Background: an optimization exercise with open tools, aiming at small area. Do not read the settings as production practice. Function was checked by simulation only, so behaviour that the tests miss may differ from the original. No activity file was given, so power comes from the tool's default toggle rates.

$ cat standard.sh
#!/bin/bash
# synth_recipe.tcl (not shown) runs the flow's synth.tcl, then flattens the netlist and writes it again
# the make line also repeats each setting of config.mk as NAME=value (left out here)
make -C /OpenROAD-flow-scripts/flow DESIGN_CONFIG=/design/flow/config.mk WORK_HOME=/design/flow/orfs CLKGATE_MAP_FILE= SYNTH_SCRIPT=/design/flow/synth_recipe.tcl "${@:-finish}"
$ cat config.mk
export PLATFORM = sky130hd
export DESIGN_NAME = CombinedCode
export DESIGN_NICKNAME = CombinedCode
export VERILOG_FILES = /design/flow/design.v
export SDC_FILE = /design/flow/constraint.sdc
export NUM_CORES = 4
export LEC_CHECK = 0
export CAP_MARGIN = 20
export CORE_MARGIN = 2
export CORE_UTILIZATION = 40
export SLEW_MARGIN = 20
$ cat flow/run.sh
#!/bin/bash
# Standard layout, except: the combinational cells of the standard synthesis are mapped again
# for area (registers untouched), the port buffers use the smallest buffer cell, and the clock
# tree uses mid-size buffers without dummy loads. Each tool's output goes to its own log here.
set -euo pipefail
export BUFFER_PORTS_ARGS="-buffer_cell sky130_fd_sc_hd__buf_1"
export CTS_ARGS="-sink_clustering_enable -repair_clock_nets -sink_clustering_size 10 -sink_clustering_max_diameter 40 -buf_list sky130_fd_sc_hd__clkbuf_4 -dont_use_dummy_load"
YOSYS=${YOSYS_EXE:-$FLOW_HOME/../tools/install/yosys/bin/yosys}
R=orfs/results/$FLOW_PLATFORM/CombinedCode/base
bash standard.sh synth > synth.log 2>&1
cp $R/1_2_yosys.v standard_synth.v
REOPT_LIB=$FLOW_HOME/platforms/$FLOW_PLATFORM/lib/sky130_fd_sc_hd__tt_025C_1v80.lib \
REOPT_IN=standard_synth.v REOPT_OUT=reopt_synth.v REOPT_DIR=. REOPT_ABC=flow/reopt.abc \
  $YOSYS -c flow/reopt.tcl > reopt.log 2>&1
cp reopt_synth.v $R/1_2_yosys.v
bash standard.sh finish > layout.log 2>&1
$ cat flow/reopt.abc
strash
balance -l
resub -K 6 -l
rewrite -l
resub -K 6 -N 2 -l
refactor -l
resub -K 8 -l
balance -l
resub -K 8 -N 2 -l
rewrite -l
resub -K 10 -l
rewrite -z -l
resub -K 10 -N 2 -l
balance -l
resub -K 12 -l
refactor -z -l
resub -K 12 -N 2 -l
rewrite -z -l
balance -l
&get -n
&st
&dch -f
&nf -a
&put
strash
balance -l
resub -K 6 -l
rewrite -l
resub -K 6 -N 2 -l
refactor -l
resub -K 8 -l
balance -l
resub -K 8 -N 2 -l
rewrite -l
resub -K 10 -l
rewrite -z -l
resub -K 10 -N 2 -l
balance -l
resub -K 12 -l
refactor -z -l
resub -K 12 -N 2 -l
rewrite -z -l
balance -l
&get -n
&st
&dch -f
&nf -a
&put
topo
$ cat flow/reopt.tcl
# Area re-mapping of the standard synthesis netlist: the registers (and the tie cell) are kept
# as they are; only the combinational cells between them are mapped again, for area.
yosys -import
set lib $::env(REOPT_LIB)
set top $::env(FLOW_TOP)
read_liberty -ignore_miss_func $lib
read_verilog $::env(REOPT_IN)
hierarchy -top $top
setattr -mod -set keep_hierarchy 1 sky130_fd_sc_hd__df* sky130_fd_sc_hd__edf* sky130_fd_sc_hd__conb*
tee -o $::env(REOPT_DIR)/reopt_before.stat stat -liberty $lib
flatten
opt_clean
techmap
opt -fast
abc -liberty $lib -dont_use *probe* -dont_use *lpflow* -dont_use *clkbuf* -dont_use *clkdly* -dont_use *clkinv* -dont_use *dlygate* -dont_use *dlymetal* -script $::env(REOPT_ABC) $top
opt_clean -purge
splitnets
opt_clean -purge
insbuf -buf sky130_fd_sc_hd__buf_4 A X
hierarchy -top $top
tee -o $::env(REOPT_DIR)/reopt_after.stat stat -liberty $lib
blackbox =A:keep_hierarchy
setattr -mod -unset keep_hierarchy
write_verilog -noattr -noexpr -nohex -nodec $::env(REOPT_OUT)
$ cat constraint.sdc
create_clock -name core_clock -period 8.0 [get_ports {clk}]
set_input_delay 1.6000 -clock core_clock [delete_from_list [all_inputs] [get_ports {clk}]]
set_output_delay 1.6000 -clock core_clock [all_outputs]
set_load 0.01 [all_outputs]
$ cat design.v
module CombinedCode(clk,rst,switch, btn1, btn2,keypad_col,keypad_row, dot_row, dot_col, seven_right, led1, led2);
input clk,rst;
input switch;
input btn1, btn2;
input [3:0] keypad_col;
output [3:0] keypad_row;
output [7:0] dot_row;
output [15:0] dot_col;
output [6:0] seven_right;
output led1, led2;
function [7:0] hdig(input [5:0] j);   
  begin hdig = 0;
  case (j)
    6'd25: hdig = 8'd50;
    6'd26: hdig = 8'd100;
    6'd27: hdig = 8'd7;
    6'd28: hdig = 8'd81;
    6'd29: hdig = 8'd22;
    6'd30: hdig = 8'd130;
    6'd31: hdig = 8'd9;
    6'd32: hdig = 8'd145;
    6'd33: hdig = 8'd48;
    6'd34: hdig = 8'd64;
    6'd35: hdig = 8'd1;
    6'd36: hdig = 8'd51;
    6'd37: hdig = 8'd16;
    6'd38: hdig = 8'd4;
    6'd39: hdig = 8'd3;
    6'd40: hdig = 8'd19;
    6'd41: hdig = 8'd52;
    6'd42: hdig = 8'd102;
    6'd43: hdig = 8'd9;
    6'd44: hdig = 8'd83;
    6'd45: hdig = 8'd24;
    6'd46: hdig = 8'd132;
    6'd47: hdig = 8'd1;
    6'd48: hdig = 8'd153;
    6'd49: hdig = 8'd50;
    6'd50: hdig = 8'd66;
    6'd51: hdig = 8'd3;
    6'd52: hdig = 8'd53;
    6'd53: hdig = 8'd18;
    6'd54: hdig = 8'd0;
    6'd55: hdig = 8'd5;
    6'd56: hdig = 8'd21;
    6'd57: hdig = 8'd54;
    6'd58: hdig = 8'd104;
    6'd59: hdig = 8'd1;
    6'd60: hdig = 8'd85;
    6'd61: hdig = 8'd16;
    6'd62: hdig = 8'd134;
    6'd63: hdig = 8'd3;
    default: hdig = 8'd0;
  endcase
  end
endfunction
function heq(input [5:0] j);   
  heq = (j == 6'd36) | (j == 6'd42) | (j == 6'd48) | (j == 6'd54) | (j == 6'd60);
endfunction
function [7:0] glyph(input [3:0] d, input [2:0] r);   
  begin glyph = 0;
  case ({d, r})
    7'd0: glyph = 8'd126;
    7'd1: glyph = 8'd102;
    7'd2: glyph = 8'd102;
    7'd3: glyph = 8'd102;
    7'd4: glyph = 8'd102;
    7'd5: glyph = 8'd102;
    7'd6: glyph = 8'd102;
    7'd7: glyph = 8'd126;
    7'd8: glyph = 8'd56;
    7'd9: glyph = 8'd216;
    7'd10: glyph = 8'd216;
    7'd11: glyph = 8'd24;
    7'd12: glyph = 8'd24;
    7'd13: glyph = 8'd24;
    7'd14: glyph = 8'd24;
    7'd15: glyph = 8'd126;
    7'd16: glyph = 8'd126;
    7'd17: glyph = 8'd6;
    7'd18: glyph = 8'd6;
    7'd19: glyph = 8'd126;
    7'd20: glyph = 8'd126;
    7'd21: glyph = 8'd96;
    7'd22: glyph = 8'd96;
    7'd23: glyph = 8'd126;
    7'd24: glyph = 8'd126;
    7'd25: glyph = 8'd6;
    7'd26: glyph = 8'd6;
    7'd27: glyph = 8'd126;
    7'd28: glyph = 8'd126;
    7'd29: glyph = 8'd6;
    7'd30: glyph = 8'd6;
    7'd31: glyph = 8'd126;
    7'd32: glyph = 8'd102;
    7'd33: glyph = 8'd102;
    7'd34: glyph = 8'd102;
    7'd35: glyph = 8'd126;
    7'd36: glyph = 8'd126;
    7'd37: glyph = 8'd6;
    7'd38: glyph = 8'd6;
    7'd39: glyph = 8'd6;
    7'd40: glyph = 8'd126;
    7'd41: glyph = 8'd96;
    7'd42: glyph = 8'd96;
    7'd43: glyph = 8'd126;
    7'd44: glyph = 8'd126;
    7'd45: glyph = 8'd6;
    7'd46: glyph = 8'd6;
    7'd47: glyph = 8'd126;
    7'd48: glyph = 8'd96;
    7'd49: glyph = 8'd96;
    7'd50: glyph = 8'd96;
    7'd51: glyph = 8'd126;
    7'd52: glyph = 8'd126;
    7'd53: glyph = 8'd102;
    7'd54: glyph = 8'd102;
    7'd55: glyph = 8'd126;
    7'd56: glyph = 8'd126;
    7'd57: glyph = 8'd126;
    7'd58: glyph = 8'd6;
    7'd59: glyph = 8'd6;
    7'd60: glyph = 8'd6;
    7'd61: glyph = 8'd6;
    7'd62: glyph = 8'd6;
    7'd63: glyph = 8'd6;
    7'd64: glyph = 8'd126;
    7'd65: glyph = 8'd102;
    7'd66: glyph = 8'd102;
    7'd67: glyph = 8'd126;
    7'd68: glyph = 8'd126;
    7'd69: glyph = 8'd102;
    7'd70: glyph = 8'd102;
    7'd71: glyph = 8'd126;
    7'd72: glyph = 8'd126;
    7'd73: glyph = 8'd102;
    7'd74: glyph = 8'd102;
    7'd75: glyph = 8'd126;
    7'd76: glyph = 8'd126;
    7'd77: glyph = 8'd6;
    7'd78: glyph = 8'd6;
    7'd79: glyph = 8'd126;
    default: glyph = 8'd0;
  endcase
  end
endfunction
function [3:0] keyid(input [3:0] s);   
  begin keyid = 0;
  case (s)
    4'd0: keyid = 4'd15;
    4'd1: keyid = 4'd14;
    4'd2: keyid = 4'd13;
    4'd3: keyid = 4'd12;
    4'd4: keyid = 4'd11;
    4'd5: keyid = 4'd3;
    4'd6: keyid = 4'd6;
    4'd7: keyid = 4'd9;
    4'd8: keyid = 4'd10;
    4'd9: keyid = 4'd2;
    4'd10: keyid = 4'd5;
    4'd11: keyid = 4'd8;
    4'd12: keyid = 4'd0;
    4'd13: keyid = 4'd1;
    4'd14: keyid = 4'd4;
    default: keyid = 4'd7;
  endcase
  end
endfunction
reg [2:0] c8;     
reg [1:0] c3;     
reg [7:0] l167;   
reg [10:0] l1201; 
reg [8:0] l301;   
wire e167  = ((l167  & 8'hcf)   == 8'hc2);      
wire e1201 = ((l1201 & 11'h2f7) == 11'h2d6);    
wire b_end = ((l301 & 9'h0df)   == 9'h05a);     
wire b_s0  = ((l301 & 9'h177)   == 9'h074);     
wire b_s1  = ((l301 & 9'h0bf)   == 9'h03c);     
always @(posedge clk or negedge rst) begin
  if (!rst) begin
    c8 <= 3'd0;
    c3 <= 2'd0;
    l167 <= 8'ha4;
    l1201 <= 11'h7bc;
    l301 <= 9'h0f4;
  end else begin
    c8 <= c8 + 3'd1;
    c3 <= {c3[0], ~(c3[0] | c3[1])};
    l167 <= {l167[6:0], l167[7] ^ l167[2] ^ e167};
    l1201 <= {l1201[9:0], l1201[10] ^ l1201[0] ^ e1201};
    l301 <= {l301[7:0], l301[8] ^ l301[1] ^ b_end};
  end
end
wire c3_0 = ~c3[0] & ~c3[1];
wire c3_1 = c3[0];
wire c3_2 = c3[1];
wire tick_dot = (c8 == 3'd3);                          
wire tick_div = (c8[1:0] == 2'd1) & c3_2;              
wire tick_spn = ~c8[0] & c3_2 & e167;                  
wire tick7    = ~c8[0] & e1201;                        
wire quiet = ((c8[1:0] == 2'd2) & c3_2) | ((c8[1:0] == 2'd3) & c3_0) |
             ((c8[1:0] == 2'd0) & c3_1) | ((c8[1:0] == 2'd1) & c3_2);
reg [1:0] st;      
reg [5:0] j;       
reg p1, p2;        
reg [3:0] q;       
reg hv;            
reg [3:0] d1, d2;  
wire eq = heq(j);
wire hs0 = ~st[0] & ~st[1];
wire nx1 = st[0] | (hs0 & (p1 ? eq : (p2 & ~eq)));
wire nx2 = st[1] | (hs0 & (p1 ? ~eq : (p2 & eq)));
assign led1 = nx1;
assign led2 = nx2;
always @(posedge clk or negedge rst) begin
  if (!rst) begin
    p1 <= 1'b0;
    p2 <= 1'b0;
  end else if (b_end) begin
    p1 <= 1'b0;
    p2 <= 1'b0;
  end else if (b_s0 | b_s1) begin
    p1 <= p1 | ~btn1;
    p2 <= p2 | ~btn2;
  end
end
always @(posedge clk or negedge rst) begin
  if (!rst) begin
    st <= 2'd0;
    j <= 6'd25;
  end else if (tick7) begin
    if (switch) begin
      st <= 2'd0;
      j <= 6'd25;
    end else begin
      st <= {nx2, nx1};
      if (hs0) j <= {j[5] | (&j[4:0]), j[4:0] + 5'd1};
    end
  end
end
wire [3:0] q1 = q + 4'd1;
wire [7:0] dj = hdig(j);
always @(posedge clk or negedge rst) begin
  if (!rst) begin
    q <= 4'd15;
    hv <= 1'b0;
  end else if (tick_dot & ~switch) begin
    q <= q1;
    if (!q1[3]) hv <= 1'b1;
  end
end
always @(posedge clk) begin
  if (tick_dot & ~switch & ~q1[3]) begin
    d1 <= dj[3:0];
    d2 <= dj[7:4];
  end
end
wire [2:0] hr = q[2:0] | {3{q[3]}};
wire [7:0] g1 = glyph(d1, hr);
wire [7:0] g2 = glyph(d2, hr);
wire [15:0] h_col = hv ? {g2, g1} : 16'd0;
reg [7:0] rnd;
always @(posedge clk or negedge rst) begin
  if (!rst) rnd <= 8'd1;
  else if (tick_spn) rnd <= switch ? {rnd[6:0], rnd[7] ^ rnd[5] ^ rnd[4] ^ rnd[3]} : 8'd1;
end
wire [7:0] prod = rnd[6:3] * rnd[4:1];
wire [3:0] rn = {prod[5], prod[4], rnd[7], prod[3]};
wire [3:0] sel = rn;   
reg [2:0] kd;      
reg [1:0] kr;      
reg kv;            
reg [3:0] kb;      
wire kev = kd[2] & ~kd[1];
wire col_ok = (keypad_col == 4'b1110) | (keypad_col == 4'b1101) |
              (keypad_col == 4'b1011) | (keypad_col == 4'b0111);
wire [1:0] ci = {~keypad_col[3] | ~keypad_col[2], ~keypad_col[3] | ~keypad_col[1]};
assign keypad_row = ~(4'b0001 << kr);
always @(posedge clk or negedge rst) begin
  if (!rst) begin
    kd <= 3'd0;
    kr <= 2'd0;
    kv <= 1'b0;
  end else if (!switch) begin
    kd <= 3'd0;
    kr <= 2'd0;
    kv <= 1'b0;
  end else begin
    kd <= {kd[1:0], ~kd[2]};
    if (kev) begin
      kr <= kr + 2'd1;
      if (col_ok) kv <= 1'b1;
    end
  end
end
always @(posedge clk) begin
  if (switch & kev & col_ok) kb <= keyid(~{kr, ci});
end
reg [8:0] ra [0:7];
reg [8:0] rb [0:7];
reg m1;            
reg [3:0] slast;   
reg swp;           
reg xv;            
reg [3:0] xi;      
wire tw = m1 & ~quiet;
wire [8:0] ha = swp ? 9'd0 : ra[7];
wire [8:0] hb = swp ? 9'd0 : rb[7];
wire nza = |ha;
wire nzb = |hb;
wire sta = tw & (slast == {1'b0, c8});
wire stb = tw & (slast == {1'b1, c8});
wire [8:0] na = (ha + {8'd0, tw & (nza | sta)}) | {5'd0, sta & ~nza, 1'b0, sta & ~nza, 1'b0};
wire [8:0] nb = (hb + {8'd0, tw & (nzb | stb)}) | {5'd0, stb & ~nzb, 1'b0, stb & ~nzb, 1'b0};
wire xa = tw & (ha == 9'd510);
wire xb = tw & (hb == 9'd510);
integer i;
always @(posedge clk) begin
  for (i = 7; i > 0; i = i - 1) begin
    ra[i] <= ra[i-1];
    rb[i] <= rb[i-1];
  end
  ra[0] <= na;
  rb[0] <= nb;
end
always @(posedge clk) begin
  if (tick_div) slast <= sel;
  if (xa | xb) xi <= {xb, c8};
end
wire T1 = tick_div & switch;
wire T0 = tick_div & ~switch;
always @(posedge clk or negedge rst) begin
  if (!rst) begin
    m1 <= 1'b0;
    swp <= 1'b1;
    xv <= 1'b0;
  end else begin
    if (tick_div) m1 <= switch;
    if (c8 == 3'd7) swp <= 1'b0;
    if (T1) xv <= 1'b0;
    else if (xa | xb) xv <= 1'b1;
  end
end
reg [15:0] lit;
wire [15:0] X, K, S;
assign X[0] = xv & (xi == 4'd15);  assign K[0] = kv & (kb == 4'd15);  assign S[0] = (sel == 4'd15);
assign X[1] = xv & (xi == 4'd14);  assign K[1] = kv & (kb == 4'd14);  assign S[1] = (sel == 4'd14);
assign X[2] = xv & (xi == 4'd13);  assign K[2] = kv & (kb == 4'd13);  assign S[2] = (sel == 4'd13);
assign X[3] = xv & (xi == 4'd12);  assign K[3] = kv & (kb == 4'd12);  assign S[3] = (sel == 4'd12);
assign X[4] = xv & (xi == 4'd11);  assign K[4] = kv & (kb == 4'd11);  assign S[4] = (sel == 4'd11);
assign X[5] = xv & (xi == 4'd3);  assign K[5] = kv & (kb == 4'd3);  assign S[5] = (sel == 4'd3);
assign X[6] = xv & (xi == 4'd6);  assign K[6] = kv & (kb == 4'd6);  assign S[6] = (sel == 4'd6);
assign X[7] = xv & (xi == 4'd9);  assign K[7] = kv & (kb == 4'd9);  assign S[7] = (sel == 4'd9);
assign X[8] = xv & (xi == 4'd10);  assign K[8] = kv & (kb == 4'd10);  assign S[8] = (sel == 4'd10);
assign X[9] = xv & (xi == 4'd2);  assign K[9] = kv & (kb == 4'd2);  assign S[9] = (sel == 4'd2);
assign X[10] = xv & (xi == 4'd5);  assign K[10] = kv & (kb == 4'd5);  assign S[10] = (sel == 4'd5);
assign X[11] = xv & (xi == 4'd8);  assign K[11] = kv & (kb == 4'd8);  assign S[11] = (sel == 4'd8);
assign X[12] = xv & (xi == 4'd0);  assign K[12] = kv & (kb == 4'd0);  assign S[12] = (sel == 4'd0);
assign X[13] = xv & (xi == 4'd1);  assign K[13] = kv & (kb == 4'd1);  assign S[13] = (sel == 4'd1);
assign X[14] = xv & (xi == 4'd4);  assign K[14] = kv & (kb == 4'd4);  assign S[14] = (sel == 4'd4);
assign X[15] = xv & (xi == 4'd7);  assign K[15] = kv & (kb == 4'd7);  assign S[15] = (sel == 4'd7);
wire [3:0] XP = {|X[15:12], |X[11:8], |X[7:4], |X[3:0]};
wire [3:0] KP = {|K[15:12], |K[11:8], |K[7:4], |K[3:0]};
wire hit = |(K & lit);
reg [15:0] lit_n;
integer s;
always @(*) begin
  for (s = 0; s < 16; s = s + 1)
    lit_n[s] = XP[s/4] ? (lit[s] & ~X[s]) : KP[s/4] ? (lit[s] & ~K[s]) : (lit[s] | S[s]);
end
always @(posedge clk or negedge rst) begin
  if (!rst) lit <= 16'd0;
  else if (T0) lit <= 16'd0;
  else if (T1) lit <= lit_n;
end
reg [2:0] rd;      
reg vm;            
reg [3:0] cap;     
wire [2:0] rd1 = rd + 3'd1;
always @(posedge clk or negedge rst) begin
  if (!rst) begin
    rd <= 3'd7;
    vm <= 1'b0;
    cap <= 4'd0;
  end else if (tick_dot) begin
    if (switch) begin
      rd <= rd1;
      vm <= 1'b1;
      cap <= lit[{rd1[2:1], 2'b00} +: 4];
    end else begin
      rd <= 3'd7;
      vm <= 1'b0;
      cap <= 4'd0;
    end
  end
end
wire [7:0] m_col = {cap[0], cap[0], cap[1], cap[1], cap[2], cap[2], cap[3], cap[3]};
reg [3:0] cur2;
reg [3:0] cnx;
always @(*) begin
  case (cur2)
    4'd0: cnx = 4'd8;
    4'd8: cnx = 4'd2;
    4'd2: cnx = 4'd3;
    4'd3: cnx = 4'd15;
    4'd15: cnx = 4'd5;
    4'd5: cnx = 4'd9;
    4'd9: cnx = 4'd6;
    4'd6: cnx = 4'd1;
    4'd1: cnx = 4'd13;
    4'd13: cnx = 4'd0;
    default: cnx = 4'bx;
  endcase
end
always @(posedge clk or negedge rst) begin
  if (!rst) cur2 <= 4'd0;
  else if (T0) cur2 <= 4'd0;
  else if (T1 & hit) cur2 <= cnx;
end
reg [6:0] seg;
always @(*) begin
  case (cur2)
    4'd8: seg = 7'b1111001;
    4'd2: seg = 7'b0100100;
    4'd3: seg = 7'b0110000;
    4'd15: seg = 7'b0011001;
    4'd5: seg = 7'b0010010;
    4'd9: seg = 7'b0000010;
    4'd6: seg = 7'b1111000;
    4'd1: seg = 7'b0000000;
    4'd13: seg = 7'b0010000;
    4'd0: seg = switch ? 7'b1000000 : 7'b1111111;
    default: seg = 7'bx;
  endcase
end
assign seven_right = seg;
wire [2:0] rsel = switch ? rd : hr;
wire ren = switch ? vm : hv;
assign dot_row = ren ? ~(8'h80 >> rsel) : 8'h00;
assign dot_col = switch ? {8'd0, m_col} : h_col;
endmodule
==> summary.txt, run 1 <==
- Maximum fanout encountered on the critical timing path: 43
- Element type at the critical path end: primary output
- Number of buffers created by CTS: 36
- Entering global routing, the biggest net connects 62 pins.
- Layout net count: 974
- Aggregate negative setup slack: 0 ps
- At the end of the flow the core is filled with cells to 0.4408.
* Placement Rows: 56
- Vias: ~6.7k
- Setup slack on the worst reg-to-reg path comes out at 5150 ps.
- Number of hold buffers added after cts: 0
* Post-detailed-route via-to-cell ratio: 5.222
* Die span in x: roughly 160 um
- Tcrit/Tclk final: 0.6190
* Worst Reg-to-Reg Cells: 6
- Total placed instance area: 9977 um2
* Layout Skew: 96.08 ps
* GRT Resource Usage Total: 0.1601
- P_int: between 1.5 and 2 mW
* Clk Tree Root Cell: clkbuf_4
* Clock sink count: 257
- Status: finished clean
- Insertion delay to the later sink of the worst-skew pair: 620 ps
- Design Area, Final: ~10000 um2
- Max Freq: 0.2019 GHz
- Tightest Pin Transition: 787.8 ps
- Worst path slowest cell: nor2b_1
- Initial cell density of the core: 0.4044
- Crit path required time: between 6000 and 7000 ps
- In the final layout, the share of cells above drive strength 1 is 0.07269.
- After clock tree synthesis, the clock-pin slew on the worst setup and hold paths is 90 ps.
* Count of warnings emitted by yosys: 3
- Across the run, the number of max-cap violations was 0.
* Capturing element of the worst setup path: dot_col[15]
- Final global-route overflow total: 0
- Final Hold Vio Count: 0
- In this run the worst hold path is classified as reg -> reg.
- Count of buffer and inverter cells on the critical path: 3
* Area of the die: 24760 um2
* Core Box Area: ~23000 um2
- Worst r2r src: c8[0]$_DFF_PN0_
* Post-CTS Repair Setup Buffers: 0
* Portion of total power attributed to sequential cells: 0.634
* Path type of the worst setup path: in -> out
* Area grow syn2layout: 9.003%
- Number of pins exceeding their max-slew limit in the final report: 0
- Part of the power in the clock network: 0.266
- Power per cell area: 214.1 nW/um2
- The signal on the critical path passes through clkbuf_2 > buf_4 > nor2b_1 > nand2_1 > a41o_1 > a31o_1 > a21oi_1 > and3_1 > buf_1.
- The count of nets left with antenna violations once routing finished came out at 0.
- In the synthesized netlist, the number of instances is 883.
* Worst max-slew margin expressed relative to the limit: 0.4733
- The endpoint identified for the worst register-to-register timing path is d2[0]$_DFFE_PP_.
- Final worst slack: 3048 ps
- After detailed routing, the number of remaining DRC violations is 0.
- Cell family with the largest share of critical-path delay: simple AND/OR/NAND/NOR gates
- The first global-routing pass estimated roughly 32 mm of wire.
* Mapped Nets: a little under 900
* Max H-tree Level: 2
- Highest cell delay on the worst timing path: between 300 and 400 ps
* Post-DP HPWL: 13.20 mm
- Time the worst path needs with I/O delays and setup: 4952 ps
- The analysis attributes to cell leakage a power of 4.040 nW.
* Pre-antenna DRT Iters: 6
- Number of buffers inserted by port buffering: 44
- Summed over all nets, the switching power comes to 0.5551 mW.
* Launch point of the critical path: switch
- Summing every instance area after synthesis gives 9408 um2.
- Setup violations remaining at the end of the flow were counted as 0.
* CTS tree: yes
- The number of global-route vias before repair came to around 6.3k.
- The critical path crosses 9 cells after its start point.
- The detailed router finished its first iteration with 554 violations.
- Initial antenna violation count: 1
- Data arrival, critical path: 3350 ps
- Routability-driven placement finished with a final weighted congestion of 0.8897.
* Syn avg cell area: between 10 and 15 um2
- Final WL: 19.20 mm
- Setup repair after global routing left no endpoint under its margin.
- Type of origin of the critical path: primary input
- DR WL/cell: 14.96 um
- The clock passes through at most 3 buffers.
- 46 I/O pins were placed.
- The share of total power dissipated in combinational logic is 0.099.
- CTS resizes: 0
- Setup slack after placement: 3061 ps
- Of the total power, the share spent switching nets is 0.2529.
* Largest vdd supply drop: 0.09145 mV
- Die height: 157.4 um
- Total power of the final layout: 2.195 mW
==> per-layer routing <==
metal  global-route usage  wire length, um  vias to the layer above
li1                     -                -                     3361
met1               0.2390             9586                     3130
met2               0.2314             8186                      182
met3              0.03221             1052                       27
met4              0.05281              370                        0
met5                    0                0                        -
==> final cells by class <==
| cell class | instances | area, um2 |
|---|---|---|
| clock buffers | 36 | 270.3 |
| diodes | 1 | 2.502 |
| repair buffers | 47 | 192.7 |
| well taps | 319 | 399.1 |
| fillers | 2273 | 13010 |
| inverters | 20 | 75.07 |
| multi-input cells | 603 | 3470 |
| flip-flops and latches | 257 | 5846 |
==> metrics by stage <==
stage / hold slack, ps / std cells
2_1_floorplan: 309.6 / 883
3_3_place_gp: 309.9 / 1246
3_5_place_dp: 312.1 / 1246
4_1_cts: 314.0 / 1282
5_1_grt: 331.4 / 1283
6_report: 312.8 / 1283
==> worst min-delay path by stage <==
stage                          start          endpoint  slack [ps]  cells past startpoint
floorplan           ra[0][0]$_DFF_P_  ra[1][0]$_DFF_P_         310                      0
global placement    ra[0][6]$_DFF_P_  ra[1][6]$_DFF_P_         310                      0
detailed placement  ra[2][3]$_DFF_P_  ra[3][3]$_DFF_P_         310                      0
CTS                 rb[6][1]$_DFF_P_  rb[7][1]$_DFF_P_         310                      0
global route        ra[3][4]$_DFF_P_  ra[4][4]$_DFF_P_         330                      0
finish              rb[6][1]$_DFF_P_  rb[7][1]$_DFF_P_         310                      0
==> placed cells by master, fill, tap and decap left out, types with 4 or more instances in the layout <==
cell type    n
a22o_1      14
nand3b_1     6
a22oi_1      8
o2bb2ai_1    4
nand3_1     34
a31oi_1     13
o21ai_0     67
nand4_1      8
o31ai_1     11
nor2b_1     19
or2_0        6
inv_1       20
nor3_1      20
o32ai_1      7
dfxtp_1    144
a32o_1       5
edfxtp_1    20
o211ai_1     5
a21oi_1     48
xor2_1      17
nor2_1      80
nand2b_1    19
a21o_1       8
and2_0      10
and3_1       8
nor3b_1      4
nor4_1      11
buf_1       42
dfstp_2     28
xnor2_1     18
clkbuf_4    37
nand2_1     97
dfrtp_1     65
==> power groups by stage <==
| stage | logic [mW] | clock network, mW | registers [mW] |
|---|---|---|---|
| final | 0.218 | 0.585 | 1.39 |
| after global routing | 0.249 | 0.673 | 1.40 |
| after CTS | 0.217 | 0.623 | 1.39 |
| after detailed placement | 0.217 | 0 | 1.42 |
| after global placement | 0.215 | 0 | 1.42 |
| after floorplan | 0.153 | 0 | 1.41 |
==> flip-flops by register name, indices dropped and copies added (netlist names), 2 cells and up <==
register  flops
l1201        11
lit          16
c8            3
xi            4
cap           4
l167          8
cur2          4
rb           72
rd            3
ra           72
kd            3
d1            4
c3            2
j             6
kb            4
slast         4
kr            2
l301          9
st            2
rnd           8
q             4
d2            4
==> run 2: changes to the inputs <==
--- a/flow/run.sh
+++ b/flow/run.sh
@@ -6,3 +6,3 @@
 export BUFFER_PORTS_ARGS="-buffer_cell sky130_fd_sc_hd__buf_1"
-export CTS_ARGS="-sink_clustering_enable -repair_clock_nets -sink_clustering_size 10 -sink_clustering_max_diameter 40 -buf_list sky130_fd_sc_hd__clkbuf_4 -dont_use_dummy_load"
+export CTS_ARGS="-sink_clustering_enable -repair_clock_nets -sink_clustering_size 6 -sink_clustering_max_diameter 30 -buf_list sky130_fd_sc_hd__clkbuf_2 -dont_use_dummy_load"
 YOSYS=${YOSYS_EXE:-$FLOW_HOME/../tools/install/yosys/bin/yosys}
==> run 2 against run 1 <==
  * Sequential share of layout area fell by 0.083 points
  * Still clean on timing, DRC and antenna
  * Maximum frequency about the same
  * Largest cell class unchanged
  * Clock-buffer cell count grew 21
  * Area after synthesis is the same
  * Final area up 0.15%
  * Cell count is 1.6% higher
  * Die area did not move
  * Clock power rose by 2%
  * Flip-flop and latch count unchanged
  * Critical path type unchanged
  * Via count up 2.1%
  * Hold slack got worse by 21 ps
==> summary.txt, run 2 <==
* Count of unresolved DRC violations after routing: 0 (unchanged)
- The placed cell count was 1246 (unchanged).
* Unrepaired setup endpoints after global routing: no (unchanged)
- The max-cap check violation count was 0 (unchanged).
- The number of input and output port buffers inserted came to 44 (unchanged).
* Count of buffer and inverter cells on the critical path: 3 (unchanged)
- Max H-tree Level: 2 (unchanged)
* Max Freq: 0.2019 GHz (about the same)
- Count of routing violations after the opening detailed-route iteration: 507 (was 554)
* Initial cell density of the core: 0.4044 (unchanged)
- The slowest cell on the critical path is nor2b_1 (unchanged).
- Number of pins exceeding their max-slew limit in the final report: 0 (unchanged)
- The global-route wire length before repair is 31.98 mm (was 31.66 mm).
- The number of setup violations in the final report was 0 (unchanged).
- Final global-route overflow total: 0 (unchanged)
- The average footprint of a synthesized cell came to 10.65 um2 (unchanged).
- Cell Area, Synth: 9408 um2 (unchanged)
* Largest buffer count on any clock path: 3 (unchanged)
* Area grow syn2layout: 9.163% (was 9.003%)
- Core Box Area: 23260 um2 (unchanged)
- The worst vdd rail ir drop was 0.08064 mV (was 0.09145 mV).
- The overall die height is 157.4 um (unchanged).
* Power per cell area: 215.2 nW/um2 (was 214.1 nW/um2)
- Element type at the critical path end: primary output (unchanged)
* Number of antenna-violating nets in the routed design: 0 (unchanged)
- Crit path required time: 6400 ps (about the same)
- Number of primary I/O pins: 46 (unchanged)
- Count of warnings emitted by yosys: 3 (unchanged)
- Status: finished clean (unchanged)
- Clock Pin Slew Worst Setup and Hold Paths: 100 ps (was 90 ps)
- Most used cells in the layout excluding fill and tap cells: dfxtp_1 (144), nand2_1 (97), nor2_1 (80), o21ai_0 (67), dfrtp_1 (65) (unchanged)
* Area of the die: 24760 um2 (unchanged)
- The post-detailed-route via-to-cell ratio is 5.246 (was 5.222).
* Highest cell delay on the worst timing path: 350 ps (was 360 ps)
- The time the final worst path needs with I/O delays and setup is 4954 ps (was 4952 ps).
- Biggest regs: ra (72), rb (72), lit (16) (unchanged).
- Tcrit/Tclk final: 0.6192 (was 0.6190)
- Data arrival, critical path: 3350 ps (about the same)
* Syn Inst Count: 883 (unchanged)
- Initial antenna violation count: 1 (unchanged)
- Final Hold Vio Count: 0 (unchanged)
- The number of buffers created by CTS came to 57 (was 36).
- Maximum fanout encountered on the critical timing path: 43 (unchanged)
- Maximum number of pins on one net before global-route repair: 62 (unchanged)
* Cell family with the largest share of critical-path delay: simple AND/OR/NAND/NOR gates (unchanged)
* Mapped Nets: 892 (unchanged)
* Clock sink count: 257 (unchanged)
- The worst relative slew slack came to 0.4683 (was 0.4733).
- Pre-antenna DRT Iters: 6 (unchanged)
* Aggregate negative setup slack: 0 ps (unchanged)
- The core occupancy in the finished layout came to 0.4415 (was 0.4408).
* Most common cell after layout, fill and taps aside: dfxtp_1 (unchanged)
* Layout net count: 995 (was 974)
* GRT Resource Usage Total: 0.1619 (was 0.1601)
* Post-DP HPWL: 13.20 mm (unchanged)
* Tightest Pin Transition: 795.3 ps (was 787.8 ps)
- The setup fix buffers added after clock tree synthesis is 0 (unchanged).
* CTS resizes: 0 (unchanged)
- The clock tree root buffer cell is clkbuf_2 (was clkbuf_4).
- The largest clock skew in the final design is 128.2 ps (was 96.08 ps).
- Die span in x: 157.4 um (unchanged)
* Total power of the final layout: 2.210 mW (was 2.195 mW)
- The later-pin clock latency in the skew report is 830 ps (was 620 ps).
- List of cells traversed by the critical path: clkbuf_2 > buf_4 > nor2b_1 > nand2_1 > a41o_1 > a31o_1 > a21oi_1 > and3_1 > buf_1 (unchanged).
- Type of origin of the critical path: primary input (unchanged)
- Fraction of layout cells with a size suffix above 1: 0.09248 (was 0.07269)
* Cell Count, Final, Fillers Out: 1304 (was 1283)
- The number of global-route vias before repair is 6417 (was 6255).
- The CTS tree is yes (unchanged).
- The total leakage power is 4.111 nW (was 4.040 nW).
- The post-cts hold buffer count came to 0 (unchanged).
* Final weighted congestion of routability-driven global placement: 0.8897 (unchanged)
- Vias: 6841 (was 6700)
- Placement Rows: 56 (unchanged)
- Final WL: 19.45 mm (was 19.20 mm)
- The number of inserted filler cells in the final layout was 2278 (was 2273).
* DR WL/cell: 14.91 um (was 14.96 um)
* Path type of the worst setup path: in -> out (unchanged)
* Hold/Removal Path Class: reg -> reg (unchanged)
-- run 2: layout make-up --
class	count	area, um2	area share
diodes	1	2.502	0.0002437
clock buffers	57	285.3	0.02778
inverters	20	75.07	0.007310
multi-input cells	603	3470	0.3378
flip-flops and latches	257	5846	0.5692
well taps	319	399.1	0.03886
repair buffers	47	192.7	0.01876
-- run 2: report_power, final --
group	switching, mW	internal (mW)	total (mW)
Sequential	0.0361	1.36	1.39
Combinational	0.143	0.0750	0.219
Clock	0.415	0.184	0.599
-- run 2: path summary, 6_finish.rpt --
check | startpoint | endpoint | slack (ps) | cells past startpoint
worst max-delay path | switch | dot_col[15] | 3050 | 9
worst min-delay path | rb[2][2]$_DFF_P_ | rb[3][2]$_DFF_P_ | 290 | 0
worst max register to register | c8[0]$_DFF_PN0_ | lit[10]$_DFFE_PN0P_ | 5070 | 5
worst min register to register | rb[2][2]$_DFF_P_ | rb[3][2]$_DFF_P_ | 290 | 0
max in group asynchronous | rst | lit[10]$_DFFE_PN0P_ | 5990 | 2
min in group asynchronous | rst | c8[0]$_DFF_PN0_ | 760 | 1
-- run 2: per-layer routing --
layer | routed length, um | track usage | part of all wire | up-vias
li1 | - | - | - | 3403
met1 | 9617 | 0.2374 | 0.49 | 3205
met2 | 8304 | 0.2294 | 0.43 | 198
met3 | 1107 | 0.03744 | 0.057 | 35
met4 | 418 | 0.06623 | 0.021 | 0
met5 | 0 | 0 | 0 | -
-- run 2: metrics by stage --
stage               setup slack (ps)  cell area [um2]  hold WS (ps)
floorplan                       3638             9408         309.6
global placement                3065             9977         309.9
detailed placement              3061             9977         312.1
CTS                             3042            10260         293.2
global route                    2815            10270         290.8
finish                          3046            10270         291.9
==> run 3: changes to the inputs <==
--- a/flow/run.sh
+++ b/flow/run.sh
@@ -6,3 +6,3 @@
 export BUFFER_PORTS_ARGS="-buffer_cell sky130_fd_sc_hd__buf_1"
-export CTS_ARGS="-sink_clustering_enable -repair_clock_nets -sink_clustering_size 6 -sink_clustering_max_diameter 30 -buf_list sky130_fd_sc_hd__clkbuf_2 -dont_use_dummy_load"
+export CTS_ARGS="-sink_clustering_enable -repair_clock_nets -sink_clustering_size 12 -sink_clustering_max_diameter 45 -buf_list sky130_fd_sc_hd__clkbuf_4 -dont_use_dummy_load"
 YOSYS=${YOSYS_EXE:-$FLOW_HOME/../tools/install/yosys/bin/yosys}
==> run 3 against run 2 <==
  * Still clean on timing, DRC and antenna
  * Critical path depth stayed put
  * Die area is the same
  * Register-to-register slack gained 40 ps
  * Clock skew shrank 33 ps
  * Area after synthesis stayed put
  * Via count down 2.1%
  * Maximum frequency hardly changed
  * Combinational power barely moved
  * Critical endpoint is now seven_right[1]
  * Largest cell class unchanged
  * Largest power group unchanged
==> summary.txt, run 3 <==
* Time the worst path needs with I/O delays and setup: 4951 ps (was 4954 ps)
- The beginning of the worst register-to-register path is c8[0]$_DFF_PN0_ (unchanged).
- Largest vdd supply drop: 0.08185 mV (was 0.08064 mV)
- Unrepaired setup endpoints after global routing: no (unchanged).
- Die height: 157.4 um (unchanged)
* Final count of negative-setup-slack endpoints: 0 (unchanged)
- Worst path slowest cell: inv_1 (was nor2b_1)
- The half-perimeter wire length after placement came to 13.20 mm (unchanged).
* Count of buffer and inverter cells on the critical path: 4 (was 3)
- List of cells traversed by the critical path: clkbuf_2 > buf_4 > inv_1 > nor2_1 > a21oi_1 > a21o_1 > o21ai_0 > mux2i_1 > buf_1 (was clkbuf_2 > buf_4 > nor2b_1 > nand2_1 > a41o_1 > a31o_1 > a21oi_1 > and3_1 > buf_1).
* Syn Inst Count: 883 (unchanged)
* Power per cell area: 210.3 nW/um2 (was 215.2 nW/um2)
* Tightest Pin Transition: 788.8 ps (was 795.3 ps)
- Number of primary I/O pins: 46 (unchanged)
- The worst relative slew slack is 0.4727 (was 0.4683).
- The data required time at the worst endpoint was 6400 ps (about the same).
- The floorplan die width was 157.4 um (unchanged).
- The kind of end point of the critical path is a primary output (unchanged).
- The post-synthesis instance area came to 9408 um2 (unchanged).
* Count of warnings emitted by yosys: 3 (unchanged)
* Worst reg2reg setup slack: 5110 ps (was 5070 ps)
- Layout Skew: 95.67 ps (was 128.2 ps)
* Number of pins exceeding their max-slew limit in the final report: 0 (unchanged)
* Final weighted congestion of routability-driven global placement: 0.8897 (unchanged)
- Clock Pin Slew Worst Setup and Hold Paths: 110 ps (was 100 ps)
- DR WL/cell: 15.01 um (was 14.91 um)
- Area of the die: 24760 um2 (unchanged)
* Startpoint of the worst hold path: rb[1][3]$_DFF_P_ (was rb[2][2]$_DFF_P_)
* Number of buffers created by CTS: 29 (was 57)
- Final WL: 19.16 mm (was 19.45 mm)
- Area grow syn2layout: 8.445% (was 9.163%)
* Worst Hold Endpoint: rb[2][3]$_DFF_P_ (was rb[3][2]$_DFF_P_)
* Initial antenna violation count: 1 (unchanged)
- Pre-antenna DRT Iters: 5 (was 6)
- The number of hold violations in the final report is 0 (unchanged).
- Highest cell delay on the worst timing path: 440 ps (was 350 ps)
- The cell depth of the worst hold path was 0 (unchanged).
- Via count of the first global-routing pass: 6216 (was 6417)
- Number of buffers inserted by port buffering: 44 (unchanged)
- Post-detailed-route via-to-cell ratio: 5.251 (was 5.246)
- CTS resizes: 0 (unchanged)
- Count of unresolved DRC violations after routing: 0 (unchanged)
- Final global-route overflow total: 0 (unchanged)
- Sequential cell area: 5846 um2 (unchanged)
- The critical path launch point type is a primary input (unchanged).
* Layout net count: 967 (was 995)
- The end of the worst register-to-register path was cur2[1]$_DFFE_PN0P_ (was lit[10]$_DFFE_PN0P_).
- Final worst slack: 3049 ps (was 3046 ps)
- Cell family with the largest share of critical-path delay: buffers and inverters (was simple AND/OR/NAND/NOR gates)
- Aggregate negative setup slack: 0 ps (unchanged)
- Total of max-cap violations: 0 (unchanged)
* Max Freq: 0.2020 GHz (was 0.2019 GHz)
- The share of layout cells above drive strength 1 is 0.06590 (was 0.09248).
* Max H-tree Level: 1 (was 2)
* Count of routing violations after the opening detailed-route iteration: 530 (was 507)
- Most used cells in the layout excluding fill and tap cells: dfxtp_1 (144), nand2_1 (97), nor2_1 (80), o21ai_0 (67), dfrtp_1 (65) (unchanged)
- Syn avg cell area: 10.65 um2 (unchanged)
- The smallest hold slack is 323.1 ps (was 291.9 ps).
* Clk Tree Root Cell: clkbuf_4 (was clkbuf_2)
- The row count was 56 (unchanged).
- Largest buffer count on any clock path: 3 (unchanged)
- The final standard cell area without fillers was 10200 um2 (was 10270 um2).
* Worst Reg-to-Reg Cells: 7 (was 5)
- Biggest regs: ra (72), rb (72), lit (16) (unchanged)
- Number of inserted filler cells in the final layout: 2280 (was 2278)
- The endpoint arrival time on the critical path is 3350 ps (about the same).
* Mapped Nets: 892 (unchanged)
- Number of hold buffers added after cts: 0 (unchanged)
- Number of antenna-violating nets in the routed design: 0 (unchanged)
- The later-pin clock latency in the skew report was 690 ps (was 830 ps).
- The worst hold path class was reg -> reg (unchanged).
* Core Box Area: 23260 um2 (unchanged)
- The instance area after placement is 9977 um2 (unchanged).
* Standby leakage power: 4.007 nW (was 4.111 nW)
- The initial cell density of the core was 0.4044 (unchanged).
* Placed insts: 1246 (unchanged)
* Vias: 6700 (was 6841)
* Setup slack after placement: 3061 ps (unchanged)
- The clock sink count is 257 (unchanged).
* Combined area of the multi-input logic cells: 3470 um2 (unchanged)
- CTS tree: yes (unchanged)
* Tcrit/Tclk final: 0.6189 (was 0.6192)
- Maximum fanout encountered on the critical timing path: 43 (unchanged)
- GRT Resource Usage Total: 0.1574 (was 0.1619)
- The global-route wire length before repair came to 31.50 mm (was 31.98 mm).
- Cell Count, Final, Fillers Out: 1276 (was 1304)
* Post-CTS Repair Setup Buffers: 0 (unchanged)
- The most common library cell in the layout ignoring fill and taps was dfxtp_1 (unchanged).
* Maximum number of pins on one net before global-route repair: 62 (unchanged)
* Status: finished clean (unchanged)
- The kind of critical path is in -> out (unchanged).
## run 3: how the worst max path moves through the flow
stage	cells past startpoint	start	end
after floorplan	6	switch	dot_col[15]
after global placement	9	switch	dot_col[15]
after detailed placement	8	switch	seven_right[1]
after CTS	8	switch	seven_right[1]
after global routing	9	switch	dot_col[15]
final	9	switch	seven_right[1]
## run 3: routing by layer
metal	up-vias	global-route usage	routed length, um
met4	0	0.04805	447
met5	-	0	0
li1	3337	-	-
met3	34	0.02423	1000
met2	185	0.2300	8087
met1	3144	0.2394	9624
## run 3: where the power goes
group / total [mW] / leakage [nW] / switching, mW / internal [mW]
registers: 1.39 / 2.49 / 0.0359 / 1.36
clock network: 0.534 / 0.133 / 0.368 / 0.166
logic: 0.219 / 1.39 / 0.144 / 0.0750
## run 3: area by class of cell
cell class | instances | area share
Timing Repair Buffer | 47 | 0.01889
Sequential cell | 257 | 0.5730
Inverter | 20 | 0.007358
Clock buffer | 29 | 0.02134
Antenna cell | 1 | 0.0002453
Multi-Input combinational cell | 603 | 0.3401
Tap cell | 319 | 0.03912
## run 3: worst reg2reg max path: cells and delay by family (launching register included)
kind | cells | cell delay (ps)
compound gates | 2 | 290
xor+xnor | 1 | 250
buf+inv | 1 | 520
flops | 1 | 580
simple gates | 3 | 1120
## run 3: metrics by stage
step / util / power [mW]
2_1_floorplan: - / 1.562
3_3_place_gp: 0.4289 / 1.635
3_5_place_dp: 0.4289 / 1.637
4_1_cts: 0.4383 / 2.178
5_1_grt: 0.4386 / 2.264
6_report: 0.4386 / 2.145
==> run 4: changes to the inputs <==
--- a/design.v
+++ b/design.v
@@ -262,5 +262,13 @@
 reg [7:0] rnd;
+reg pm;            
+wire spn_late  = tick_spn & c8[1];                                      
+wire spn_early = tick_spn & ~c8[1];                                     
+wire spn_apply = (c8[1:0] == 2'd1) & c3_1 & ((l167 & 8'h77) == 8'h42);  
+wire rnd_mode = spn_late ? switch : pm;
+always @(posedge clk) begin
+  if (spn_early) pm <= switch;
+end
 always @(posedge clk or negedge rst) begin
   if (!rst) rnd <= 8'd1;
-  else if (tick_spn) rnd <= switch ? {rnd[6:0], rnd[7] ^ rnd[5] ^ rnd[4] ^ rnd[3]} : 8'd1;
+  else if (spn_late | spn_apply) rnd <= rnd_mode ? {rnd[6:0], rnd[7] ^ rnd[5] ^ rnd[4] ^ rnd[3]} : 8'd1;
 end
@@ -301,3 +309,2 @@
 reg m1;            
-reg [3:0] slast;   
 reg swp;           
@@ -310,4 +317,4 @@
 wire nzb = |hb;
-wire sta = tw & (slast == {1'b0, c8});
-wire stb = tw & (slast == {1'b1, c8});
+wire sta = tw & (sel == {1'b0, c8});
+wire stb = tw & (sel == {1'b1, c8});
 wire [8:0] na = (ha + {8'd0, tw & (nza | sta)}) | {5'd0, sta & ~nza, 1'b0, sta & ~nza, 1'b0};
@@ -326,3 +333,2 @@
 always @(posedge clk) begin
-  if (tick_div) slast <= sel;
   if (xa | xb) xi <= {xb, c8};
==> flow/run.sh (replaced) <==
#!/bin/bash
# Standard layout, except: the combinational cells of the standard synthesis are mapped again
# for area (registers untouched; the smallest of three ABC scripts' results is kept), the port
# buffers use the smallest buffer cell, and the clock tree uses mid-size buffers without dummy
# loads. Each tool's output goes to its own log here.
set -euo pipefail
export BUFFER_PORTS_ARGS="-buffer_cell sky130_fd_sc_hd__buf_1"
export CTS_ARGS="-sink_clustering_enable -repair_clock_nets -sink_clustering_size 12 -sink_clustering_max_diameter 45 -buf_list sky130_fd_sc_hd__clkbuf_4 -dont_use_dummy_load"
YOSYS=${YOSYS_EXE:-$FLOW_HOME/../tools/install/yosys/bin/yosys}
R=orfs/results/$FLOW_PLATFORM/CombinedCode/base
bash standard.sh synth > synth.log 2>&1
cp $R/1_2_yosys.v standard_synth.v
best=""; best_area=""
for s in 1 2 3; do
  mkdir -p reopt_$s
  REOPT_LIB=$FLOW_HOME/platforms/$FLOW_PLATFORM/lib/sky130_fd_sc_hd__tt_025C_1v80.lib \
  REOPT_IN=standard_synth.v REOPT_OUT=reopt_$s/netlist.v REOPT_DIR=reopt_$s REOPT_ABC=flow/reopt_$s.abc \
    $YOSYS -c flow/reopt.tcl > reopt_$s.log 2>&1 || continue
  a=$(awk '/Chip area for top module/ {print $NF}' reopt_$s/reopt_after.stat)
  if [[ -n "$a" ]] && { [[ -z "$best" ]] || awk -v a="$a" -v b="$best_area" 'BEGIN {exit !(a < b)}'; }; then
    best=$s; best_area=$a
  fi
done
echo "re-mapped netlist: script $best, area $best_area" > reopt_choice.txt
if [[ -n "$best" ]]; then cp reopt_$best/netlist.v $R/1_2_yosys.v; fi
bash standard.sh finish > layout.log 2>&1
==> flow/reopt_1.abc (new file) <==
strash
balance -l
resub -K 6 -l
rewrite -l
resub -K 6 -N 2 -l
refactor -l
resub -K 8 -l
balance -l
resub -K 8 -N 2 -l
rewrite -l
resub -K 10 -l
rewrite -z -l
resub -K 10 -N 2 -l
balance -l
resub -K 12 -l
refactor -z -l
resub -K 12 -N 2 -l
rewrite -z -l
balance -l
&get -n
&st
&dch -f
&nf -a
&put
strash
balance -l
resub -K 6 -l
rewrite -l
resub -K 6 -N 2 -l
refactor -l
resub -K 8 -l
balance -l
resub -K 8 -N 2 -l
rewrite -l
resub -K 10 -l
rewrite -z -l
resub -K 10 -N 2 -l
balance -l
resub -K 12 -l
refactor -z -l
resub -K 12 -N 2 -l
rewrite -z -l
balance -l
&get -n
&st
&dch -f
&nf -a
&put
topo
==> flow/reopt_2.abc (new file) <==
strash
balance -l
resub -K 6 -l
rewrite -l
resub -K 6 -N 2 -l
refactor -l
resub -K 8 -l
balance -l
resub -K 8 -N 2 -l
rewrite -l
resub -K 10 -l
rewrite -z -l
resub -K 10 -N 2 -l
balance -l
resub -K 12 -l
refactor -z -l
resub -K 12 -N 2 -l
rewrite -z -l
balance -l
&get -n
&st
&dch -f
&nf -a -R 1000
&put
strash
balance -l
resub -K 6 -l
rewrite -l
resub -K 6 -N 2 -l
refactor -l
resub -K 8 -l
balance -l
resub -K 8 -N 2 -l
rewrite -l
resub -K 10 -l
rewrite -z -l
resub -K 10 -N 2 -l
balance -l
resub -K 12 -l
refactor -z -l
resub -K 12 -N 2 -l
rewrite -z -l
balance -l
&get -n
&st
&dch -f
&nf -a -R 1000
&put
topo
==> flow/reopt_3.abc (new file) <==
strash
balance -l
resub -K 6 -l
rewrite -l
resub -K 6 -N 2 -l
refactor -l
resub -K 8 -l
balance -l
resub -K 8 -N 2 -l
rewrite -l
resub -K 10 -l
rewrite -z -l
resub -K 10 -N 2 -l
balance -l
resub -K 12 -l
refactor -z -l
resub -K 12 -N 2 -l
rewrite -z -l
balance -l
&get -n
&st
&dch -f
&nf -a
&put
strash
balance -l
resub -K 6 -l
rewrite -l
resub -K 6 -N 2 -l
refactor -l
resub -K 8 -l
balance -l
resub -K 8 -N 2 -l
rewrite -l
resub -K 10 -l
rewrite -z -l
resub -K 10 -N 2 -l
balance -l
resub -K 12 -l
refactor -z -l
resub -K 12 -N 2 -l
rewrite -z -l
balance -l
&get -n
&st
&dch -f
&nf -a
&put
strash
balance -l
resub -K 6 -l
rewrite -l
resub -K 6 -N 2 -l
refactor -l
resub -K 8 -l
balance -l
resub -K 8 -N 2 -l
rewrite -l
resub -K 10 -l
rewrite -z -l
resub -K 10 -N 2 -l
balance -l
resub -K 12 -l
refactor -z -l
resub -K 12 -N 2 -l
rewrite -z -l
balance -l
&get -n
&st
&dch -f
&nf -a
&put
topo
--- a/config.mk
+++ b/config.mk
@@ -7,2 +7,3 @@
 export LEC_CHECK = 0
+export ABC_AREA = 1
 export CAP_MARGIN = 20
removed: flow/reopt.abc
==> run 4 against run 3 <==
  * Setup slack improved by 75 ps
  * Critical path depth is 2 higher
  * Clock-buffer cell count grew 1
  * First-iteration DRC count up 20%
  * Largest power group unchanged
==> summary.txt, run 4 <==
- The average footprint of a synthesized cell was 10.33 um2 (was 10.65 um2).
- Insertion delay to the later sink of the worst-skew pair: 710 ps (was 690 ps)
- The largest fanout on the critical path is 12 (was 43).
- The initial cell density of the core is 0.4090 (was 0.4044).
- The number of inserted filler cells in the final layout is 2169 (was 2280).
* Type of origin of the critical path: flop (was primary input)
- The number of setup violations in the final report was 0 (unchanged).
* Worst max-slew margin expressed relative to the limit: 0.4599 (was 0.4727)
- The number of hold violations in the final report is 0 (unchanged).
- Unrepaired setup endpoints after global routing: no (unchanged)
- The clock-pin slew on the worst setup and hold paths came to 120 ps (was 110 ps).
* Number of buffers inserted by port buffering: 44 (unchanged)
* Final worst hold slack: 283.6 ps (was 323.1 ps)
- Power per cell area: 207.6 nW/um2 (was 210.3 nW/um2)
- Status: finished clean (unchanged)
- The half-perimeter wire length after placement came to 12.81 mm (was 13.20 mm).
- Portion of total power attributed to sequential cells: 0.658 (was 0.649)
- Sequential cell area: 5756 um2 (was 5846 um2)
* Number of buffers created by CTS: 30 (was 29)
- The H-tree level count came to 1 (unchanged).
- Tcrit/Tclk final: 0.6095 (was 0.6189)
- The yosys synthesis warning count is 3 (unchanged).
* Fraction of layout cells with a size suffix above 1: 0.06551 (was 0.06590)
- Combinational share of power: 0.088 (was 0.102)
- The count of antenna-violating nets left after detailed routing came to 0 (unchanged).
* Element type at the critical path end: primary output (unchanged)
- In this design, the critical path's most frequently occurring cell is o21ai_0.
- Part of the power in the clock network: 0.254 (was 0.249)
- The kind of critical path is reg -> out (was in -> out).
- Final weighted congestion of routability-driven global placement: 0.9072 (was 0.8897)
* Total of max-cap violations: 0 (unchanged)
- Initial antenna violation count: 0 (was 1)
* Worst path slowest cell: dfstp_2 (was inv_1)
- The floorplan die width came to 156.6 um (was 157.4 um).
- The gate count after technology mapping is 902 (was 883).
* Count of unresolved DRC violations after routing: 0 (unchanged)
- Most common cell after layout, fill and taps aside: dfxtp_1 (unchanged)
* Die height: 156.6 um (was 157.4 um)
- The total power came to 2.099 mW (was 2.145 mW).
- Number of hold buffers added after cts: 0 (unchanged)
- Data arrival, critical path: 3280 ps (was 3350 ps)
- The time the final worst path needs with I/O delays and setup was 4876 ps (was 4951 ps).
* Biggest regs: ra (72), rb (72), lit (16) (unchanged)
- The total global routing overflow was 0 (unchanged).
* Layout Skew: 143.5 ps (was 95.67 ps)
- The global-route wire length before repair is 31.02 mm (was 31.50 mm).
- The count of boundary I/O pins came to 46 (unchanged).
* P_int: 1.569 mW (was 1.598 mW)
* Count of routing violations after the opening detailed-route iteration: 635 (was 530)
* Combined area of the multi-input logic cells: 3460 um2 (was 3470 um2)
* Largest vdd supply drop: 0.1340 mV (was 0.08185 mV)
- The setup fix buffers added after clock tree synthesis is 0 (unchanged).
- GRT Resource Usage Total: 0.1543 (was 0.1574)
- Vias: 6863 (was 6700)
- The post-cts repair resize count came to 0 (unchanged).
- Pre-antenna DRT Iters: 6 (was 5)
- The maximum clock frequency came to 0.2051 GHz (was 0.2020 GHz).
- Final WL: 18.67 mm (was 19.16 mm)
- Most used cells in the layout excluding fill and tap cells: dfxtp_1 (144), nand2_1 (108), nor2_1 (100), a21oi_1 (67), dfrtp_1 (65) (was dfxtp_1 (144), nand2_1 (97), nor2_1 (80), o21ai_0 (67), dfrtp_1 (65)).
- List of cells traversed by the critical path: nor2b_1 > nor2b_1 > a21oi_1 > o32ai_1 > nand3_1 > o21ai_0 > o21ai_0 > o21ai_0 > nor3b_1 > or2_0 > buf_1 (was clkbuf_2 > buf_4 > inv_1 > nor2_1 > a21oi_1 > a21o_1 > o21ai_0 > mux2i_1 > buf_1).
* Reported net switching power: 0.5305 mW (was 0.5473 mW)
- Layout net count: 988 (was 967)
* Area grow syn2layout: 8.542% (was 8.445%)
- Aggregate negative setup slack: 0 ps (unchanged)
- The clock sink count came to 254 (was 257).
* DR WL/cell: 14.46 um (was 15.01 um)
* Final core utilization: 0.4439 (was 0.4386)
* CTS tree: yes (unchanged)
- Largest buffer count on any clock path: 3 (unchanged)
* Post-detailed-route via-to-cell ratio: 5.316 (was 5.251)
- Core Box Area: 22780 um2 (was 23260 um2)
- The largest net degree at the start of global routing was 67 (was 62).
* Placement Rows: 55 (was 56)
- The synthesized netlist net count came to 911 (was 892).
* Crit path required time: 6400 ps (about the same)
- The total leakage power was 3.979 nW (was 4.007 nW).
- The worst hold path class was reg -> reg (unchanged).
- Cell Area, Synth: 9316 um2 (was 9408 um2)
- Number of pins exceeding their max-slew limit in the final report: 0 (unchanged)
* Clk Tree Root Cell: clkbuf_4 (unchanged)
* Tightest Pin Transition: 801.7 ps (was 788.8 ps)
- Switching share of total power: 0.2527 (was 0.2551)
* Via count of the first global-routing pass: 6258 (was 6216)
- Area of the die: 24530 um2 (was 24760 um2)
- The largest stage delay on the critical path is 670 ps (was 440 ps).
## run 4: cell count changes in the layout (fill, tap and decap cells not counted), sizes merged, moves of 5 or more
| cell | delta |
|---|---|
| nor2 | +20 |
| a21oi | +19 |
| nand2 | +11 |
| xor2 | -10 |
| o31ai | -7 |
| a21boi | +6 |
| a22o | +6 |
| nand3 | -6 |
| o21ai | -6 |
| o22ai | +6 |
| a32oi | +5 |
## run 4: per-stage QoR
| step | worst slack (ps) | instances | instance area (um2) |
|---|---|---|---|
| 3_3_place_gp | 3375 | 1260 | 9884 |
| 4_1_cts | 3118 | 1290 | 10110 |
| 2_1_floorplan | 3755 | 902 | 9316 |
| 5_1_grt | 2795 | 1290 | 10110 |
| 3_5_place_dp | 3258 | 1260 | 9884 |
| 6_report | 3124 | 1291 | 10110 |
## run 4: power by group through the flow
stage               registers, mW  clock network (mW)  logic (mW)
floorplan                    1.39                   0       0.127
global placement             1.41                   0       0.183
detailed placement           1.41                   0       0.183
CTS                          1.38               0.571       0.184
global route                 1.39               0.621       0.209
finish                       1.38               0.534       0.184
## run 4: final timing paths
check | depth (start not counted) | start | slack [ps] | end
worst max-delay path | 11 | j[0]$_DFFE_PN1P_ | 3120 | led1
worst min-delay path | 0 | l1201[8]$_DFF_PN1_ | 280 | l1201[9]$_DFF_PN1_
worst max register to register | 19 | rnd[5]$_DFFE_PN0P_ | 3850 | rb[0][8]$_DFF_P_
worst min register to register | 0 | l1201[8]$_DFF_PN1_ | 280 | l1201[9]$_DFF_PN1_
max in group asynchronous | 2 | rst | 5910 | lit[0]$_DFFE_PN0P_
min in group asynchronous | 1 | rst | 910 | hv$_DFFE_PN0P_
## run 4: routing by layer
layer  part of all wire  vias up  global-route usage
met5                  0        -                   0
met4              0.027        0             0.05286
met3              0.058       46             0.02935
met2               0.44      238              0.2385
met1               0.48     3191              0.2176
li1                   -     3388                   -
## run 4: area by class of cell
type / count / share of cell area
sequential: 254 / 0.5692
multi-input combinational: 624 / 0.3421
tap: 313 / 0.03873
clock buffer: 30 / 0.02227
timing repair buffer: 48 / 0.01967
inverter: 21 / 0.007795
antenna: 1 / 0.0002475
## run 4: critical path: cells and delay by family, from the launching register on
kind,cells,cell delay (ps)
and+or+nand+nor,5,990
AOI/OAI and AO/OA,5,850
DFF,1,670
buffers and inverters,1,150
==> run 5: changes to the inputs <==
--- a/flow/run.sh
+++ b/flow/run.sh
@@ -7,3 +7,3 @@
 export BUFFER_PORTS_ARGS="-buffer_cell sky130_fd_sc_hd__buf_1"
-export CTS_ARGS="-sink_clustering_enable -repair_clock_nets -sink_clustering_size 12 -sink_clustering_max_diameter 45 -buf_list sky130_fd_sc_hd__clkbuf_4 -dont_use_dummy_load"
+export CTS_ARGS="-sink_clustering_enable -repair_clock_nets -sink_clustering_size 10 -sink_clustering_max_diameter 40 -buf_list sky130_fd_sc_hd__clkbuf_4 -dont_use_dummy_load"
 YOSYS=${YOSYS_EXE:-$FLOW_HOME/../tools/install/yosys/bin/yosys}
==> run 5 against run 4 <==
  * Still clean
  * Maximum frequency up 0.39%
  * Clock-buffer cell count up 6
  * Sequential power about the same
  * Clock skew down 12 ps
  * Register-to-register slack worse by 40 ps
==> summary.txt, run 5 <==
* Syn Inst Count: 902 (unchanged)
* List of cells traversed by the critical path: nor2b_1 > nor2b_1 > a21oi_1 > o32ai_1 > nand3_1 > o21ai_0 > o21ai_0 > o21ai_0 > nor3b_1 > or2_0 > buf_1 (unchanged)
- Number of hold buffers added after cts: 0 (unchanged)
* Portion of total power attributed to sequential cells: 0.642 (was 0.658)
- Capturing element of the worst setup path: led1 (unchanged)
* Status: finished clean (unchanged)
* Stages on the worst setup path: 11 (unchanged)
- The post-detailed-route via-to-cell ratio came to 5.313 (was 5.316).
* Crit Reg-Reg Endpoint: rb[0][8]$_DFF_P_ (unchanged)
- The critical path launch point type is a flop (unchanged).
* Cell family with the largest share of critical-path delay: simple AND/OR/NAND/NOR gates (unchanged)
- The largest stage delay on the critical path was 670 ps (about the same).
- Number of primary I/O pins: 46 (unchanged)
- The summed negative setup slack over all endpoints is 0 ps (unchanged).
- The post-route DRC violation count is 0 (unchanged).
- Power per cell area: 211.9 nW/um2 (was 207.6 nW/um2)
- The buffers plus inverters on the worst setup path is 1 (unchanged).
- The number of antenna violations at the first check in global routing came to 0 (unchanged).
- The data required time at the worst endpoint is 6400 ps (about the same).
- The H-tree level count is 2 (was 1).
* Worst r2r src: rnd[5]$_DFFE_PN0P_ (unchanged)
* Largest vdd supply drop: 0.1320 mV (was 0.1340 mV)
- Biggest regs: ra (72), rb (72), lit (16) (unchanged).
* Count of routing violations after the opening detailed-route iteration: 597 (was 635)
- Final global-route overflow total: 0 (unchanged)
* Number of buffers created by CTS: 36 (was 30)
- Switching share of total power: 0.2542 (was 0.2527)
- Clock Pin Slew Worst Setup and Hold Paths: 100 ps (was 120 ps)
* P_int: 1.605 mW (was 1.569 mW)
- Vias: 6885 (was 6863)
- The number of setup violations in the final report was 0 (unchanged).
* Total power of the final layout: 2.152 mW (was 2.099 mW)
* Layout net count: 994 (was 988)
* Worst Reg-to-Reg Cells: 19 (unchanged)
* Die height: 156.6 um (unchanged)
- Syn avg cell area: 10.33 um2 (unchanged)
* Post-DP HPWL: 12.81 mm (unchanged)
- The initial cell density of the core was 0.4090 (unchanged).
- The worst relative slew slack is 0.4555 (was 0.4599).
* Number of inserted filler cells in the final layout: 2150 (was 2169)
- The largest clock skew in the final design came to 131.1 ps (was 143.5 ps).
- Placement Rows: 55 (unchanged)
- Hold/Removal Path Class: reg -> reg (unchanged)
- The final estimated routing congestion in global placement came to 0.9072 (unchanged).
- Via count of the first global-routing pass: 6321 (was 6258)
* Max Freq: 0.2059 GHz (was 0.2051 GHz)
- The global-route wire length before repair came to 31.31 mm (was 31.02 mm).
* Post-CTS Repair Setup Buffers: 0 (unchanged)
- The post-cts repair resize count came to 0 (unchanged).
- ANT cells: 0 (was 1)
- The floorplan die width was 156.6 um (unchanged).
- Combinational share of power: 0.086 (was 0.088)
- Unrepaired setup endpoints after global routing: no (unchanged)
* Launch point of the critical path: j[0]$_DFFE_PN1P_ (unchanged)
- Insertion delay to the later sink of the worst-skew pair: 660 ps (was 710 ps)
* Worst reg2reg setup slack: 3810 ps (was 3850 ps)
* Fraction of layout cells with a size suffix above 1: 0.07121 (was 0.06551)
* Data arrival, critical path: 3260 ps (was 3280 ps)
- Reported net switching power: 0.5471 mW (was 0.5305 mW)
- The launch point of the worst hold path is rb[6][5]$_DFF_P_ (was l1201[8]$_DFF_PN1_).
* Element type at the critical path end: primary output (unchanged)
* Part of the power in the clock network: 0.273 (was 0.254)
- Total of max-cap violations: 0 (unchanged)
* Core Box Area: 22780 um2 (unchanged)
- The synthesis-to-layout area growth is 8.998% (was 8.542%).
- The total leakage power is 4.007 nW (was 3.979 nW).
- Number of buffers inserted by port buffering: 44 (unchanged)
- Largest buffer count on any clock path: 3 (unchanged)
- The full die area came to 24530 um2 (unchanged).
* Clock sink count: 254 (unchanged)
- The most common library cell in the layout ignoring fill and taps is dfxtp_1 (unchanged).
- Maximum fanout encountered on the critical timing path: 12 (unchanged)
* Most used cells in the layout excluding fill and tap cells: dfxtp_1 (144), nand2_1 (108), nor2_1 (100), a21oi_1 (67), dfrtp_1 (65) (unchanged)
- The number of optimization iterations in the first detailed-route pass was 7 (was 6).
- Cell Area, Synth: 9316 um2 (unchanged)
* Clk Tree Root Cell: clkbuf_4 (unchanged)
- The overall track demand over capacity in global routing was 0.1571 (was 0.1543).
- The total length of routed wires came to 18.81 mm (was 18.67 mm).
- The kind of critical path is reg -> out (unchanged).
- The CTS tree is yes (unchanged).
- The max-slew violation count was 0 (unchanged).
- The largest net degree at the start of global routing is 67 (unchanged).
- The count of antenna-violating nets left after detailed routing came to 0 (unchanged).
* DR WL/cell: 14.51 um (was 14.46 um)
- Time the worst path needs with I/O delays and setup: 4857 ps (was 4876 ps)
- Worst path slowest cell: dfstp_2 (unchanged)
- The yosys synthesis warning count came to 3 (unchanged).
- Most common cell type on the critical path: o21ai_0 (unchanged)
- Tightest Pin Transition: 816.8 ps (was 801.7 ps)
- The number of hold violations in the final report came to 0 (unchanged).
* Tcrit/Tclk final: 0.6072 (was 0.6095)
* Mapped Nets: 911 (unchanged)
## run 5: worst min-delay path by stage
stage                             endpoint  cells after the start
after floorplan           ra[1][0]$_DFF_P_                      0
after global placement    rb[7][1]$_DFF_P_                      0
after detailed placement  rb[2][2]$_DFF_P_                      0
after CTS                 rb[4][0]$_DFF_P_                      0
after global routing      rb[7][5]$_DFF_P_                      0
final                     rb[7][5]$_DFF_P_                      0
## run 5: power groups by stage
stage	Clock (mW)	Sequential, mW	Combinational, mW
after floorplan	0	1.39	0.127
after CTS	0.620	1.38	0.184
after global routing	0.679	1.39	0.209
final	0.586	1.38	0.184
after detailed placement	0	1.41	0.183
after global placement	0	1.41	0.183
## run 5: cell type report
class,count,area [um2],share of cell area
well taps,313,391.6,0.03857
inverters,21,78.83,0.007762
multi-input cells,624,3460,0.3407
clock buffers,36,270.3,0.02661
flip-flops and latches,254,5756,0.5668
repair buffers,48,198.9,0.01959
## run 5: worst reg2reg max path, delay by kind of cell (launching register included)
family | cells | cell delay (ps)
xor+xnor | 2 | 400
flops | 1 | 480
simple gates | 9 | 1590
compound gates | 8 | 1550
## run 5: stage by stage
step | worst slack (ps) | hold WS, ps | utilization | cell area, um2 | cells
after floorplan | 3755 | 309.6 | - | 9316 | 902
after global placement | 3375 | 309.8 | 0.4339 | 9884 | 1260
after detailed placement | 3258 | 312.1 | 0.4339 | 9884 | 1260
after CTS | 3159 | 282.8 | 0.4458 | 10150 | 1296
after global routing | 2838 | 287.7 | 0.4458 | 10150 | 1296
final | 3143 | 284.9 | 0.4458 | 10150 | 1296
## run 5: metal layers
layer  wire, um  global-route usage  vias up
met4        480             0.05985        0
met2       8147              0.2396      241
met5          0                   0        -
met3       1176             0.03489       45
met1       9003              0.2187     3196
li1           -                   -     3403

-- port drivers added, routing unchanged --
In the flow no input, the clock included, has a driving cell. The finished layouts below were timed again as built, in two steps.
Step 1 assumes that a clkbuf_16 drives the clock port and a buf_2 every other input.
Step 2 also shifts input and output timing later by t, the mid clock arrival at the registers, as if the neighbouring blocks saw the same clock.
Slacks: ideal / step 1 / step 2; pairs: ideal / step 1.
run | t, ns | slack for setup (ns) | worst setup path at the end | worst data-port slew with drivers (ns)
run 1 | 0.608 | 3.048 / 3.026 / 3.026 | input to output | 0.03
run 2 | 0.798 | 3.046 / 3.025 / 3.025 | input to output | 0.03
run 3 | 0.682 | 3.049 / 3.027 / 3.027 | input to output | 0.03
run 4 | 0.671 | 3.124 / 3.088 / 3.213 | input to output | 0.05
run 5 | 0.634 | 3.143 / 3.105 / 3.208 | input to output | 0.04
After both steps setup and hold are still met in every run listed.
